What follows belongs to an exercise in optimizing a design on an open flow for small area; a production flow would make more cautious choices. Function was checked by simulation only, so behaviour that the tests miss may differ from the original.

## flow/design.v (module list and top-level ports; edited modules follow where they fit)
// module fir_fa: 10 lines
// module fir_ha: 9 lines
// module fir_inst: 6055 lines
module fir_inst (
    input                clk,
    input                rst,
    input                data_in_vld,
    input  signed [15:0] data_in,
    output signed [36:0] data_out,
    output reg           data_out_vld
);
  // ...
==> flow/flow/run.sh <==
#!/bin/bash
# The standard layout (the standard.sh: standard synthesis, floorplan,
# placement, CTS, routing), with one change: clock tree synthesis does not
# insert dummy loads (the leaf clusters are balanced well enough without
# them).  Everything else, including the synthesis, is the standard flow.
set -euo pipefail
export CTS_ARGS="-sink_clustering_enable -repair_clock_nets -dont_use_dummy_load -sink_clustering_size 30 -sink_clustering_max_diameter 70"
bash standard.sh > standard_flow.log 2>&1
==> flow/standard.sh <==
#!/bin/bash
# synth_recipe.tcl (not shown) runs the flow's synth.tcl, then flattens the netlist and writes it again
# the make line also repeats each setting of config.mk as NAME=value (left out here)
make -C /OpenROAD-flow-scripts/flow DESIGN_CONFIG=/design/flow/config.mk WORK_HOME=/design/flow/orfs CLKGATE_MAP_FILE= SYNTH_SCRIPT=/design/flow/synth_recipe.tcl "${@:-finish}"
==> flow/config.mk <==
export PLATFORM = sky130hd
export DESIGN_NAME = fir_inst
export DESIGN_NICKNAME = fir_inst
export VERILOG_FILES = /design/flow/design.v
export SDC_FILE = /design/flow/constraint.sdc
export NUM_CORES = 4
export LEC_CHECK = 0
export CAP_MARGIN = 20
export CORE_MARGIN = 2
export CORE_UTILIZATION = 50
export CTS_CLUSTER_DIAMETER = 70
export CTS_CLUSTER_SIZE = 30
export SLEW_MARGIN = 20
export SYNTH_HIERARCHICAL = 1
export SYNTH_MINIMUM_KEEP_SIZE = 0
==> flow/constraint.sdc <==
create_clock -name core_clock -period 9.0 [get_ports {clk}]
set_input_delay 1.8000 -clock core_clock [delete_from_list [all_inputs] [get_ports {clk}]]
set_output_delay 1.8000 -clock core_clock [all_outputs]
set_load 0.01 [all_outputs]
==> flow_summary.toml, run 1 <==
[outcome]
status = "complete, no violations"

[worst_hold_path]
holdPathEnd = "r2_n7956"
hold_class = "flip-flop to flip-flop"

[timing]
worstMarginPinSlew_ns = 1.30
layout_setup_ws_ns = 0.177
finalSetupViolCount = 0
fin_hold_ws_ns = 0.289
finalSetupTns_ns = 0
max_freq_ghz = 0.113

[worst_setup_path]
path_common_cell = "fa_1"
endpoint_kind = "flip-flop"
crit_type = "flip-flop to flip-flop"
r2r_start = "x[624]"
crit_arrival_ns = 9.46
cp-startpoint = "x[624]"
regToRegEndpoint = "r1_n8027"
cp_cell_sequence = "ha_1 > inv_1 > fa_1 > fa_1 > fa_1 > fa_1 > fa_1 > fa_1 > fa_1 > fa_1 > fa_1 > fa_1 > fa_1 > fa_1 > fa_1 > fa_1 > inv_1 > ha_1 > inv_1"
crit_fanout = 3
crit_cells = 19
cp_top_family = "adder cells"

[route]
via_per_inst = 5.98
drt_iter0_drc = 6612
vias = 44500
drcViolationCount = 0
wl_per_cell_um = 40.4

[placement]
placed_cell_area_um2 = 88300
dpl.cell_count = 7335

[finish]
layout_common_cells = "fa_1 (1,804), edfxtp_1 (1,120), nand2_1 (565), nor2_1 (547), inv_1 (360)"
buffers = 102

[clocking]
clk_pin_slew_ns = 0.11

[synth]
synth_compound_area_frac = 0.00299

[die]
ios = 57

[grt]
overflow = 0
==> inputs of run 2 (changes only) <==
--- a/flow/design.v
+++ b/flow/design.v
@@ -4950,29 +4950,35 @@
 wire n9205, n9206;
 fir_fa un9204 (.a(n9170), .b(n9202), .c(n9173), .s(n9205), .co(n9206));
 wire n9228, n9229;
 fir_fa un9227 (.a(n917), .b(n726), .c(n9197), .s(n9228), .co(n9229));
 wire n9231, n9232;
 fir_fa un9230 (.a(n9228), .b(n9200), .c(n9203), .s(n9231), .co(n9232));
 wire n9252, n9253;
 fir_fa un9251 (.a(n920), .b(n9229), .c(n9232), .s(n9252), .co(n9253));
+wire r1_tp0_35_13 = ~x[589];
+wire r1_tp0_35_14 = ~x[590];
+wire r1_tp0_35_15 = ~x[591];
+wire r1_n927 = x[591];
+wire r1_n6173 = x[585];
+wire r1_n6174 = x[586];
+wire r1_n6175 = x[587];
+wire r1_n6176 = x[588];
+wire r1_n6177 = x[589];
+wire r1_n6178 = x[590];
 reg r1_n212;
 reg r1_n215;
 reg r1_n218;
 reg r1_n222;
 reg r1_n224;
 reg r1_n324;
 reg r1_n776;
 reg r1_n924;
 reg r1_n926;
-reg r1_tp0_35_13;
-reg r1_tp0_35_14;
-reg r1_tp0_35_15;
-reg r1_n927;
 reg r1_n1220;
 reg r1_n1223;
 reg r1_n1226;
 reg r1_n1227;
 reg r1_n1391;
 reg r1_n1619;
 reg r1_n1623;
 reg r1_n1625;
@@ -5046,22 +5052,16 @@
 reg r1_n5168;
 reg r1_n5971;
 reg r1_n5972;
 reg r1_n5977;
 reg r1_n5980;
 reg r1_n5981;
 reg r1_n6162;
 reg r1_n6163;
-reg r1_n6173;
-reg r1_n6174;
-reg r1_n6175;
-reg r1_n6176;
-reg r1_n6177;
-reg r1_n6178;
 reg r1_n6273;
 reg r1_n6276;
 reg r1_n6277;
 reg r1_n6855;
 reg r1_n6859;
 reg r1_n6924;
 reg r1_n6927;
 reg r1_n6932;
@@ -5176,20 +5176,16 @@
     r1_n215 <= n215;
     r1_n218 <= n218;
     r1_n222 <= n222;
     r1_n224 <= n224;
     r1_n324 <= n324;
     r1_n776 <= n776;
     r1_n924 <= n924;
     r1_n926 <= n926;
-    r1_tp0_35_13 <= tp0_35_13;
-    r1_tp0_35_14 <= tp0_35_14;
-    r1_tp0_35_15 <= tp0_35_15;
-    r1_n927 <= n927;
     r1_n1220 <= n1220;
     r1_n1223 <= n1223;
     r1_n1226 <= n1226;
     r1_n1227 <= n1227;
     r1_n1391 <= n1391;
     r1_n1619 <= n1619;
     r1_n1623 <= n1623;
     r1_n1625 <= n1625;
@@ -5263,22 +5259,16 @@
     r1_n5168 <= n5168;
     r1_n5971 <= n5971;
     r1_n5972 <= n5972;
     r1_n5977 <= n5977;
     r1_n5980 <= n5980;
     r1_n5981 <= n5981;
     r1_n6162 <= n6162;
     r1_n6163 <= n6163;
-    r1_n6173 <= n6173;
-    r1_n6174 <= n6174;
-    r1_n6175 <= n6175;
-    r1_n6176 <= n6176;
-    r1_n6177 <= n6177;
-    r1_n6178 <= n6178;
     r1_n6273 <= n6273;
     r1_n6276 <= n6276;
     r1_n6277 <= n6277;
     r1_n6855 <= n6855;
     r1_n6859 <= n6859;
     r1_n6924 <= n6924;
     r1_n6927 <= n6927;
     r1_n6932 <= n6932;
==> flow/config.mk (replaced) <==
export PLATFORM = sky130hd
export DESIGN_NAME = fir_inst
export DESIGN_NICKNAME = fir_inst
export VERILOG_FILES = /design/flow/design.v
export SDC_FILE = /design/flow/constraint.sdc
export NUM_CORES = 4
export LEC_CHECK = 0
export CAP_MARGIN = 20
export CORE_MARGIN = 2
export CORE_UTILIZATION = 62
export CTS_CLUSTER_DIAMETER = 70
export CTS_CLUSTER_SIZE = 30
export PLACE_DENSITY = 0.7
export SLEW_MARGIN = 20
export SYNTH_HIERARCHICAL = 1
export SYNTH_MINIMUM_KEEP_SIZE = 0
==> flow_summary.toml, run 2 <==
[outcome]
status = "complete, no violations"

[worst_setup_path]
worstPathRequired_ns = 9.61
start_kind = "flip-flop"
regToRegEndpoint = "r1_n8027"
crit_type = "flip-flop to flip-flop"
r2r_start = "x[544]"
r2r_cells = 18
endpoint_kind = "flip-flop"
ff2ff_setup_slack_ns = 0.25
crit_arrival_ns = 9.36
crit_fanout = 3

[synth]
syn-mean-instance-area_um2 = 16.5
synthDistinctLibCells = 34
synth_top_area_frac = 0.425
async_flop_share = 0.00146
synth_largest_area_cell = "fa_1"
ys_ff_latch = 1368
ys_warn_count = 7
yosys_most_used_dff = "edfxtp_1"
synthCells = 5162
synth-edff-count = 1120
yosysMostFrequentCell = "fa_1"
synth_common_cells = "fa_1 (1,804), edfxtp_1 (1,120), nand2_1 (565)"
synth_nets = 7246
yosysSeqAreaShare = 0.454
synthTopCellsByArea = "fa_1 (42%), edfxtp_1 (40%), dfxtp_1 (5.8%)"
synthesis.area_um2 = 85100

[finish]
drive_above_1_share = 0.0276
layout_common_cells = "fa_1 (1,804), edfxtp_1 (1,120), nand2_1 (565), nor2_1 (547), inv_1 (357)"
largest-register = "x"
area_growth_pct = 5.55
final_area_um2 = 89800
layout_commonest_cell = "fa_1"
finish.utilization = 0.661
fillers = 9346
nets = 7272
largest_reg_flops = 1120

[clocking]
ctsLongestPathBuffers = 3
insertion_delay_ns = 0.77
hold_buffers = 0
post_cts_buffers = 0
cts.repair.resized = 0
cts_tree = "yes"
cts_buffers = 91
clk_pin_slew_ns = 0.09
cts_sinks = 1368
cts_root_buf = "clkbuf_16"
htreeDepth = 3

[route]
wl_met1_mm = 111
wl_per_cell_um = 40.5
top_layer = "met5"
drcViolationCount = 0
drt_iter0_drc = 7074
drt-total-wl_mm = 282
dr_wl_met3_mm = 46.6
drt_first_pass_iters = 6
via_per_inst = 6.44
dr_wl_met2_mm = 115
drtAntennaViolNets = 0
vias = 44900

[grt]
antenna_found_initial = 11
grt_pass1_vias = 46800
grt_pass1_wl_mm = 381
overflow = 0
grt_start_max_net_pins = 214
grtUsageTotal = 0.415

[placement]
dp_hpwl_mm = 243
port_buffers = 56
placed_cell_area_um2 = 87500
gp_congestion = 1.09

[worst_hold_path]
worstHoldStart = "r1_n7956"
holdPathEnd = "r2_n7956"
whs_path_depth = 0
hold_class = "flip-flop to flip-flop"

[die]
ios = 57
start_util = 0.626
dieArea_um2 = 140000
die_x_um = 374
num_rows = 135
dieHeight_um = 374
core_um2 = 136000

[timing]
worstMarginPinSlew_ns = 1.37
maxSlewHeadroom = 0.0873
rsz0062_at_grt = "false"
period_minus_slack_ns = 8.75
finalCritPeriodShare = 0.972
finalSetupTns_ns = 0
finalClockSkew_ns = 0.110
finalSetupViolCount = 0
max_freq_ghz = 0.114
finalHoldViolCount = 0
maxSlewViolCount = 0

[run]
drv_cap = 0
-- run 2: changes by cell type after synthesis, sizes merged --
cell / delta
dfxtp: -10
a21o: -1
o21ai: -1
maj3: +1
inv: -3
-- run 2: kinds of logic after synthesis --
group | Yosys count | synth area share
simple gates | 1154 | 0.0528
buf+inv | 520 | 0.0255
flops | 1368 | 0.454
fa+ha+maj | 2066 | 0.463
xor+xnor | 19 | 0.00196
compound gates | 35 | 0.00285
-- run 2: per-stage QoR --
| step | hold slack [ns] | setup WS (ns) | instances |
|---|---|---|---|
| after floorplan | 0.310 | -1.49 | 5162 |
| after global placement | 0.311 | 0.407 | 6876 |
| after detailed placement | 0.315 | 0.401 | 6876 |
| after CTS | 0.291 | 0.350 | 6967 |
| after global routing | 0.316 | 0.112 | 6967 |
| final | 0.297 | 0.250 | 6972 |
-- run 2: worst max-delay path, stage by stage, from the launching register on --
cell and delay, ns:
edfxtp_1 0.41, ha_1 0.23, fa_1 0.39, fa_1 0.41
fa_1 1.01, fa_1 0.62, fa_1 0.48, fa_1 0.44
fa_1 0.76, fa_1 0.53, fa_1 0.55, fa_1 0.49
fa_1 0.47, fa_1 0.55, fa_1 0.44, fa_1 0.49
inv_1 0.04, ha_1 0.26, inv_1 0.03
-- run 2: worst max path at each step --
stage,start,to,slack (ns),cells after the start
after floorplan,rst,x[0],-1.49,2
after global placement,x[576],r1_n8027,0.41,18
after detailed placement,x[544],r1_n8027,0.40,18
after CTS,x[544],r1_n8027,0.35,18
after global routing,x[544],r1_n8027,0.11,18
final,x[544],r1_n8027,0.25,18
-- run 2: metal layers --
layer / up-vias / global-route usage
met3: 399 / 0.191
met1: 24700 / 0.627
met5: - / 0
met2: 3246 / 0.550
met4: 8 / 0.110
li1: 16500 / -
-- run 2: final cells by class --
type                    instances  area [µm²]  area share
clock buffers                  91        2280      0.0254
flip-flops and latches       1368       38600       0.430
multi-input cells            3274       44300       0.493
well taps                    1781        2230      0.0248
inverters                     359        1360      0.0151
repair buffers                 94        1000      0.0111
diodes                          5        12.5    0.000139
-- run 2: per-module statistics from Yosys (local to each module, per instance) --
| module | cell area [µm²] | flip-flops and latches | copies in the design | cells inside |
|---|---|---|---|---|
| fir_fa | 20.0 | 0 | 1804 | 1 |
| fir_ha | 12.5 | 0 | 243 | 1 |
| fir_inst | 45900 | 1368 | 1 | 3115 |
==> inputs of run 3 (changes only) <==
==> flow/flow/run.sh (replaced) <==
#!/bin/bash
# The standard layout (the standard.sh: standard synthesis, floorplan,
# placement, CTS, routing), with two changes:
#  - clock tree synthesis does not insert dummy loads (the leaf clusters are
#    balanced well enough without them);
#  - the buffer that placement puts on every input and output port is the
#    platform's smallest plain buffer (buf_1) instead of the delay cell that
#    buffer_ports picks by default.
# Everything else, including the synthesis, is the standard flow.
set -euo pipefail
export CTS_ARGS="-sink_clustering_enable -repair_clock_nets -dont_use_dummy_load -sink_clustering_size 30 -sink_clustering_max_diameter 70"
export BUFFER_PORTS_ARGS="-buffer_cell sky130_fd_sc_hd__buf_1"
bash standard.sh > standard_flow.log 2>&1
==> flow_summary.toml, run 3 <==
[outcome]
status = "complete, no violations"

[die]
start_util = 0.626
num_rows = 135
dieHeight_um = 374
die_x_um = 374
ios = 57
dieArea_um2 = 140000
core_um2 = 136000

[finish]
largest-register = "x"
layout_common_cells = "fa_1 (1,804), edfxtp_1 (1,120), nand2_1 (565), nor2_1 (547), inv_1 (357)"
layout_commonest_cell = "fa_1"
area_growth_pct = 5.07
regArea_um2 = 38600
finish.utilization = 0.658
fillers = 9335
nets = 7273
drive_above_1_share = 0.0278
final_area_um2 = 89400
multi_input_area_um2 = 44300
largest_reg_flops = 1120

[synth]
synth-edff-count = 1120
yosysSeqAreaShare = 0.454
synth_compound_area_frac = 0.00285
synth_nets = 7246
synth_common_cells = "fa_1 (1,804), edfxtp_1 (1,120), nand2_1 (565)"
synthSimpleGateAreaFrac = 0.0528
synth_largest_area_cell = "fa_1"
syn-mean-instance-area_um2 = 16.5
synthMuxAreaShare = 0
ys_ff_latch = 1368
synth_top_family_by_area = "adder cells"
ys_warn_count = 7
synth_top_area_frac = 0.425
yosys_most_used_dff = "edfxtp_1"
async_flop_share = 0.00146
synthXorXnorAreaFrac = 0.00196
synthCells = 5162
synthDistinctLibCells = 34
synthTopCellsByArea = "fa_1 (42%), edfxtp_1 (40%), dfxtp_1 (5.8%)"
yosysMostFrequentCell = "fa_1"
yosys.area_share.adder = 0.463
synthesis.area_um2 = 85100

[worst_setup_path]
crit_type = "flip-flop to flip-flop"
regToRegEndpoint = "r1_n8027"
endpoint_kind = "flip-flop"
worstPathRequired_ns = 9.60
cp-startpoint = "x[496]"
r2r_start = "x[496]"
crit_arrival_ns = 9.50
crit_fanout = 3
ff2ff_setup_slack_ns = 0.1
r2r_cells = 19
endpoint = "r1_n8027"
start_kind = "flip-flop"

[clocking]
ctsLongestPathBuffers = 3
clk_pin_slew_ns = 0.10
cts.repair.resized = 0
htreeDepth = 3
insertion_delay_ns = 0.76
cts_sinks = 1368
cts_buffers = 89
post_cts_buffers = 0
hold_buffers = 0
cts_root_buf = "clkbuf_16"
cts_tree = "yes"

[route]
drcViolationCount = 0
drt-total-wl_mm = 287
drt_first_pass_iters = 6
drt_iter0_drc = 7413
via_per_inst = 6.51
vias = 45400
drtAntennaViolNets = 0
wl_per_cell_um = 41.2

[placement]
gp_congestion = 1.07
dp_slack_ns = 0.377
placed_cell_area_um2 = 87100
dp_hpwl_mm = 247
port_buffers = 56

[grt]
grt_start_max_net_pins = 186
grt_pass1_vias = 47500
grtUsageTotal = 0.423
overflow = 0
grt_pass1_wl_mm = 388
antenna_found_initial = 19

[worst_hold_path]
hold_class = "flip-flop to flip-flop"

[timing]
finalCritPeriodShare = 0.989
finalSetupViolCount = 0
finalHoldViolCount = 0
rsz0062_at_grt = "false"
period_minus_slack_ns = 8.90
max_freq_ghz = 0.112
layout_setup_ws_ns = 0.0950
worstMarginPinSlew_ns = 1.25
finalClockSkew_ns = 0.115
maxSlewViolCount = 0
maxSlewHeadroom = 0.159
finalSetupTns_ns = 0

[run]
drv_cap = 0
[run 3: stage by stage]
stage                     hold slack (ns)  std cells
after floorplan                     0.310       5162
after global placement              0.310       6878
after detailed placement            0.314       6878
after CTS                           0.296       6967
after global routing                0.304       6968
final                               0.300       6974
[run 3: worst min path at each step]
stage,start,to,slack (ns),depth (start not counted)
finish,r1_n7706,r2_n7706,0.30,0
global route,r1_n7706,r2_n7706,0.30,0
CTS,r1_n7706,r2_n7706,0.30,0
detailed placement,r1_n7655,r2_n7655,0.31,0
global placement,r1_n7611,r2_n7611,0.31,0
floorplan,r1_n7576,r2_n7576,0.31,0
[run 3: logic make-up (layout without fill, tap and decap cells)]
family	after synthesis	count (layout)
buffers and inverters	520	545
other	0	6
XOR/XNOR	19	19
flip-flops	1368	1368
AND/OR/NAND/NOR	1154	1154
AO/OA/AOI/OAI	35	35
adder cells (fa/ha/maj)	2066	2066
[run 3: modules after synthesis, one instance, submodules excluded]
| module | area [µm²] | flops+latches | cells inside |
|---|---|---|---|
| fir_ha | 12.5 | 0 | 1 |
| fir_inst | 45900 | 1368 | 3115 |
| fir_fa | 20.0 | 0 | 1 |
[run 3: routing by layer]
metal	track usage	share of wire	vias up
met1	0.641	0.39	24900
met5	0	0.00044	-
li1	-	-	16500
met4	0.116	0.035	16
met3	0.191	0.17	461
met2	0.560	0.41	3530
[run 3: final cells by class]
class | count | share of cell area
multi-input cells | 3274 | 0.496
flip-flops and latches | 1368 | 0.432
well taps | 1781 | 0.0249
clock buffers | 89 | 0.0249
inverters | 359 | 0.0152
repair buffers | 97 | 0.00721
diodes | 6 | 0.000168
[run 3: critical path, stage by stage (launching register included)]
cell	delay, ns
edfxtp_1	0.42
ha_1	0.55
fa_1	0.49
fa_1	0.44
fa_1	0.46
fa_1	0.44
fa_1	0.47
fa_1	0.44
fa_1	0.55
ha_1	0.47
fa_1	0.50
ha_1	0.31
fa_1	0.82
fa_1	0.54
fa_1	0.57
fa_1	0.43
fa_1	0.49
inv_1	0.04
ha_1	0.26
inv_1	0.03
==> inputs of run 4 (changes only) <==
--- a/flow/config.mk
+++ b/flow/config.mk
@@ -7,10 +7,10 @@
 export LEC_CHECK = 0
 export CAP_MARGIN = 20
 export CORE_MARGIN = 2
-export CORE_UTILIZATION = 62
+export CORE_UTILIZATION = 68
 export CTS_CLUSTER_DIAMETER = 70
 export CTS_CLUSTER_SIZE = 30
-export PLACE_DENSITY = 0.7
+export PLACE_DENSITY = 0.76
 export SLEW_MARGIN = 20
 export SYNTH_HIERARCHICAL = 1
 export SYNTH_MINIMUM_KEEP_SIZE = 0
==> flow_summary.toml, run 4 <==
[outcome]
status = "complete, no violations"

[timing]
period_minus_slack_ns = 8.81
finalClockSkew_ns = 0.0934
maxSlewViolCount = 0
finalCritPeriodShare = 0.979
finalSetupTns_ns = 0
maxSlewHeadroom = 0.225
rsz0062_at_grt = "false"
max_freq_ghz = 0.114
finalSetupViolCount = 0
worstMarginPinSlew_ns = 1.16
finalHoldViolCount = 0

[worst_setup_path]
crit_arrival_ns = 9.38
cp_cell_sequence = "ha_1 > fa_1 > fa_1 > fa_1 > fa_1 > fa_1 > fa_1 > fa_1 > ha_1 > fa_1 > ha_1 > fa_1 > fa_1 > fa_1 > fa_1 > fa_1 > inv_1 > ha_1 > inv_1"
r2r_start = "x[496]"
crit_fanout = 3
start_kind = "flip-flop"
r2r_cells = 19
crit_type = "flip-flop to flip-flop"
cp-startpoint = "x[496]"
path_buf_inv = 2
endpoint_kind = "flip-flop"
worstPathRequired_ns = 9.57
path_common_cell = "fa_1"
crit_cells = 19
slowest_delay_ns = 0.75
cp_top_family = "adder cells"
crit_slowest_cell = "fa_1"

[synth]
yosysSeqAreaShare = 0.454
synthTopCellsByArea = "fa_1 (42%), edfxtp_1 (40%), dfxtp_1 (5.8%)"
synth_common_cells = "fa_1 (1,804), edfxtp_1 (1,120), nand2_1 (565)"
synth-edff-count = 1120
yosysMostFrequentCell = "fa_1"
synth_largest_area_cell = "fa_1"
ys_warn_count = 7
synth_nets = 7246
synthCells = 5162
ys_ff_latch = 1368
synthDistinctLibCells = 34
async_flop_share = 0.00146
synth_top_area_frac = 0.425
synthesis.area_um2 = 85100
syn-mean-instance-area_um2 = 16.5
yosys_most_used_dff = "edfxtp_1"

[finish]
nets = 7259
layout_commonest_cell = "fa_1"
layout_common_cells = "fa_1 (1,804), edfxtp_1 (1,120), nand2_1 (565), nor2_1 (547), inv_1 (357)"
drive_above_1_share = 0.0251
area_growth_pct = 4.68
largest_reg_flops = 1120
fin_cells = 6813
largest-register = "x"

[clocking]
cts_sinks = 1368
post_cts_buffers = 0
cts_root_buf = "clkbuf_16"
htreeDepth = 3
hold_buffers = 0
insertion_delay_ns = 0.78
clk_pin_slew_ns = 0.10
cts_tree = "yes"
ctsLongestPathBuffers = 3
cts.repair.resized = 0
cts_buffers = 87

[grt]
grt_start_max_net_pins = 193
gr-usage-met2 = 0.589
grt_pass1_wl_mm = 373
grt.busiest_layer = "met1"
overflow = 0
grtUsageTotal = 0.448
met1_usage = 0.653
grt_pass1_vias = 47400
grt_util_met3 = 0.242
antenna_found_initial = 10

[die]
dieArea_um2 = 128000
die_x_um = 358
start_util = 0.686
dieHeight_um = 358
ios = 57
core_um2 = 124000
num_rows = 129

[route]
drcViolationCount = 0
vias = 45300
via_per_inst = 6.65
drt-total-wl_mm = 276
wl_per_cell_um = 40.6
drt_iter0_drc = 8046
drtAntennaViolNets = 0
drt_first_pass_iters = 8

[placement]
dpl.cell_count = 6723
gp_congestion = 1.12
dp_hpwl_mm = 235
port_buffers = 56

[worst_hold_path]
whs_path_depth = 0
worstHoldStart = "r1_n7611"
hold_class = "flip-flop to flip-flop"

[run]
drv_cap = 0
## run 4: per-module statistics from Yosys (local to each module, per instance)
module,flip-flops and latches,cells inside,copies in the design
fir_inst,1368,3115,1
fir_fa,0,1,1804
fir_ha,0,1,243
## run 4: final timing paths
check,end,slack [ns]
max in group asynchronous,data_out_vld,6.83
hold / removal,r2_n7611,0.30
setup / recovery,r1_n8027,0.19
setup reg to reg,r1_n8027,0.19
hold reg to reg,r2_n7611,0.30
min in group asynchronous,vld1,1.68
## run 4: cell families (layout without fill, tap and decap cells)
family | count (synthesis) | in the layout | share of synthesized area
simple gates | 1154 | 1154 | 0.0528
flops | 1368 | 1368 | 0.454
compound gates | 35 | 35 | 0.00285
buf+inv | 520 | 531 | 0.0255
xor+xnor | 19 | 19 | 0.00196
other cells | 0 | 3 | 0
fa+ha+maj | 2066 | 2066 | 0.463
## run 4: stage by stage
| step | setup slack (ns) | instance area (µm²) | hold WS (ns) | util |
|---|---|---|---|---|
| floorplan | -1.49 | 85100 | 0.310 | - |
| global placement | 0.357 | 86900 | 0.311 | 0.701 |
| detailed placement | 0.360 | 86900 | 0.312 | 0.701 |
| CTS | 0.281 | 89000 | 0.297 | 0.718 |
| global route | 0.150 | 89000 | 0.295 | 0.718 |
| finish | 0.192 | 89000 | 0.297 | 0.718 |
## run 4: area by class of cell
type / count / area [µm²]
Clock buffer: 87 / 2180
Sequential cell: 1368 / 38600
Inverter: 359 / 1360
Antenna cell: 3 / 7.51
Tap cell: 1637 / 2050
Fill cell: 7739 / 34900
Multi-Input combinational cell: 3274 / 44300
Timing Repair Buffer: 85 / 548
## run 4: per-layer routing
metal | part of all wire | up-vias
met3 | 0.19 | 536
met2 | 0.40 | 3928
met4 | 0.042 | 12
met1 | 0.36 | 24400
li1 | - | 16500
met5 | 0.00031 | -
==> inputs of run 5 (changes only) <==
--- a/flow/config.mk
+++ b/flow/config.mk
@@ -7,10 +7,10 @@
 export LEC_CHECK = 0
 export CAP_MARGIN = 20
 export CORE_MARGIN = 2
-export CORE_UTILIZATION = 68
+export CORE_UTILIZATION = 75
 export CTS_CLUSTER_DIAMETER = 70
 export CTS_CLUSTER_SIZE = 30
-export PLACE_DENSITY = 0.76
+export PLACE_DENSITY = 0.82
 export SLEW_MARGIN = 20
 export SYNTH_HIERARCHICAL = 1
 export SYNTH_MINIMUM_KEEP_SIZE = 0
==> flow_summary.toml, run 5 <==
[clocking]
ctsLongestPathBuffers = 3
cts.repair.resized = 0
hold_buffers = 0
cts_root_buf = "clkbuf_16"
htreeDepth = 3
insertion_delay_ns = 0.75
cts_sinks = 1368
cts_buffers = 79
post_cts_buffers = 0
clk_pin_slew_ns = 0.11
cts_tree = "yes"

[synth]
synthTopCellsByArea = "fa_1 (42%), edfxtp_1 (40%), dfxtp_1 (5.8%)"
synth-edff-count = 1120
ys_warn_count = 7
synthCells = 5162
synth_nets = 7246
ys_ff_latch = 1368
synth_largest_area_cell = "fa_1"
yosysMostFrequentCell = "fa_1"
synthesis.area_um2 = 85100
syn-mean-instance-area_um2 = 16.5
synthDistinctLibCells = 34
synth_common_cells = "fa_1 (1,804), edfxtp_1 (1,120), nand2_1 (565)"
synth_top_area_frac = 0.425
async_flop_share = 0.00146
yosysSeqAreaShare = 0.454
yosys_most_used_dff = "edfxtp_1"

[grt]
grtUsageTotal = 0.515
grt_start_max_net_pins = 196
grt_pass1_wl_mm = 390
grt_pass1_vias = 49900
antenna_found_initial = 17
overflow = 0

[route]
vias = 48200
drcViolationCount = 0
wl_per_cell_um = 43.1
drtAntennaViolNets = 0
drt_first_pass_iters = 9
drt-total-wl_mm = 289
drt_iter0_drc = 9067
via_per_inst = 7.20

[die]
dieHeight_um = 341
start_util = 0.756
dieArea_um2 = 116000
core_um2 = 112000
ios = 57
num_rows = 123
die_x_um = 341

[worst_setup_path]
worstPathRequired_ns = 9.57
endpoint_kind = "flip-flop"
path_common_cell = "fa_1"
slowest_delay_ns = 0.69
path_buf_inv = 0
crit_fanout = 3
crit_type = "flip-flop to flip-flop"
cp_top_family = "adder cells"
crit_arrival_ns = 9.28
crit_slowest_cell = "fa_1"
start_kind = "flip-flop"
cp_cell_sequence = "ha_1 > fa_1 > fa_1 > fa_1 > fa_1 > fa_1 > fa_1 > fa_1 > ha_1 > fa_1 > ha_1 > fa_1 > fa_1 > fa_1 > fa_1 > fa_1 > fa_1"

[worst_hold_path]
hold_class = "flip-flop to flip-flop"

[timing]
rsz0062_at_grt = "false"
finalCritPeriodShare = 0.967
max_freq_ghz = 0.115
worstMarginPinSlew_ns = 1.26
maxSlewViolCount = 0
period_minus_slack_ns = 8.71
finalSetupViolCount = 0
finalClockSkew_ns = 0.0867
finalHoldViolCount = 0
maxSlewHeadroom = 0.154
fin_hold_ws_ns = 0.299
layout_setup_ws_ns = 0.295

[finish]
fin_cells = 6697
layout_commonest_cell = "fa_1"
largest_reg_flops = 1120
drive_above_1_share = 0.0255
fillers = 5445
largest-register = "x"
nets = 7262
area_growth_pct = 4.40
layout_common_cells = "fa_1 (1,804), edfxtp_1 (1,120), nand2_1 (565), nor2_1 (547), inv_1 (357)"

[placement]
dp_hpwl_mm = 238
dpl.cell_count = 6597
dp_slack_ns = 0.478
gp_congestion = 1.12
port_buffers = 56

[run]
drv_cap = 0

[outcome]
status = "complete, no violations"
[run 5: through the flow]
| stage | setup TNS, ns | utilization | area (µm²) |
|---|---|---|---|
| after global placement | 0 | 0.771 | 86800 |
| final | 0 | 0.789 | 88800 |
| after CTS | 0 | 0.789 | 88700 |
| after floorplan | -1671.61 | - | 85100 |
| after global routing | 0 | 0.789 | 88800 |
| after detailed placement | 0 | 0.771 | 86800 |
[run 5: cell type report]
type	count	area [µm²]	area share
multi-input cells	3274	44300	0.499
flip-flops and latches	1368	38600	0.435
clock buffers	79	1980	0.0223
well taps	1500	1880	0.0211
inverters	359	1360	0.0153
repair buffers	96	639	0.00720
diodes	21	52.6	0.000592
[run 5: worst paths after layout]
check / from / end / slack, ns / cells past startpoint
max reg2reg: x[624] / r1_n8097 / 0.29 / 17
max in group asynchronous: rst / data_out_vld / 6.80 / 2
min in group asynchronous: rst / vld1 / 1.61 / 2
max: x[624] / r1_n8097 / 0.29 / 17
min: r1_n7655 / r2_n7655 / 0.30 / 0
min reg2reg: r1_n7655 / r2_n7655 / 0.30 / 0
[run 5: layer usage]
metal,wire length [µm],share of wire,vias up,global-route usage
li1,-,-,16500,-
met1,93600,0.32,25200,0.684
met2,119000,0.41,5401,0.696
met3,59100,0.20,1031,0.319
met4,16100,0.056,30,0.201
met5,676,0.0023,-,0.0302
[run 5: cells by family after synthesis]
| logic type | Yosys count | synth area share |
|---|---|---|
| adders and majority gates | 2066 | 0.463 |
| DFF | 1368 | 0.454 |
| and+or+nand+nor | 1154 | 0.0528 |
| buffers and inverters | 520 | 0.0255 |
| AOI/OAI and AO/OA | 35 | 0.00285 |
| xor gates and xnor gates | 19 | 0.00196 |
[run 5: modules after synthesis (local to each module, per instance)]
module | cells inside | flip-flops and latches | cell area [µm²] | times used
fir_ha | 1 | 0 | 12.5 | 243
fir_fa | 1 | 0 | 20.0 | 1804
fir_inst | 3115 | 1368 | 45900 | 1

-- afterwards: timing with drivers on the ports --
No port has a modelled driver above. Below, the same layouts with a new extraction and two added sets of constraints.
Step 1 assumes that a clkbuf_16 drives the clock port and a buf_2 every other input.
Step 2, shift: input delay + t, output delay - t, t = (earliest + latest rising clock arrival at the registers) / 2. This alone moves slack from input paths to output paths.
Three values: ideal, step 1, step 2; two values: the first two.
run | shift t [ns] | setup WS [ns] | worst setup path at the end | worst register clock-pin slew, ns | worst slew at a driven data input, ns
run 1 | 0.850 | 0.177 / 0.177 / 0.177 | register to register | 0.11 / 0.11 | 0.05
run 2 | 0.797 | 0.250 / 0.250 / 0.250 | register to register | 0.11 / 0.11 | 0.05
run 3 | 0.794 | 0.095 / 0.095 / 0.095 | register to register | 0.11 / 0.11 | 0.05
run 4 | 0.795 | 0.192 / 0.192 / 0.192 | register to register | 0.11 / 0.11 | 0.07
run 5 | 0.795 | 0.295 / 0.295 / 0.295 | register to register | 0.12 / 0.12 | 0.06
After both steps setup and hold are still met in every run listed.
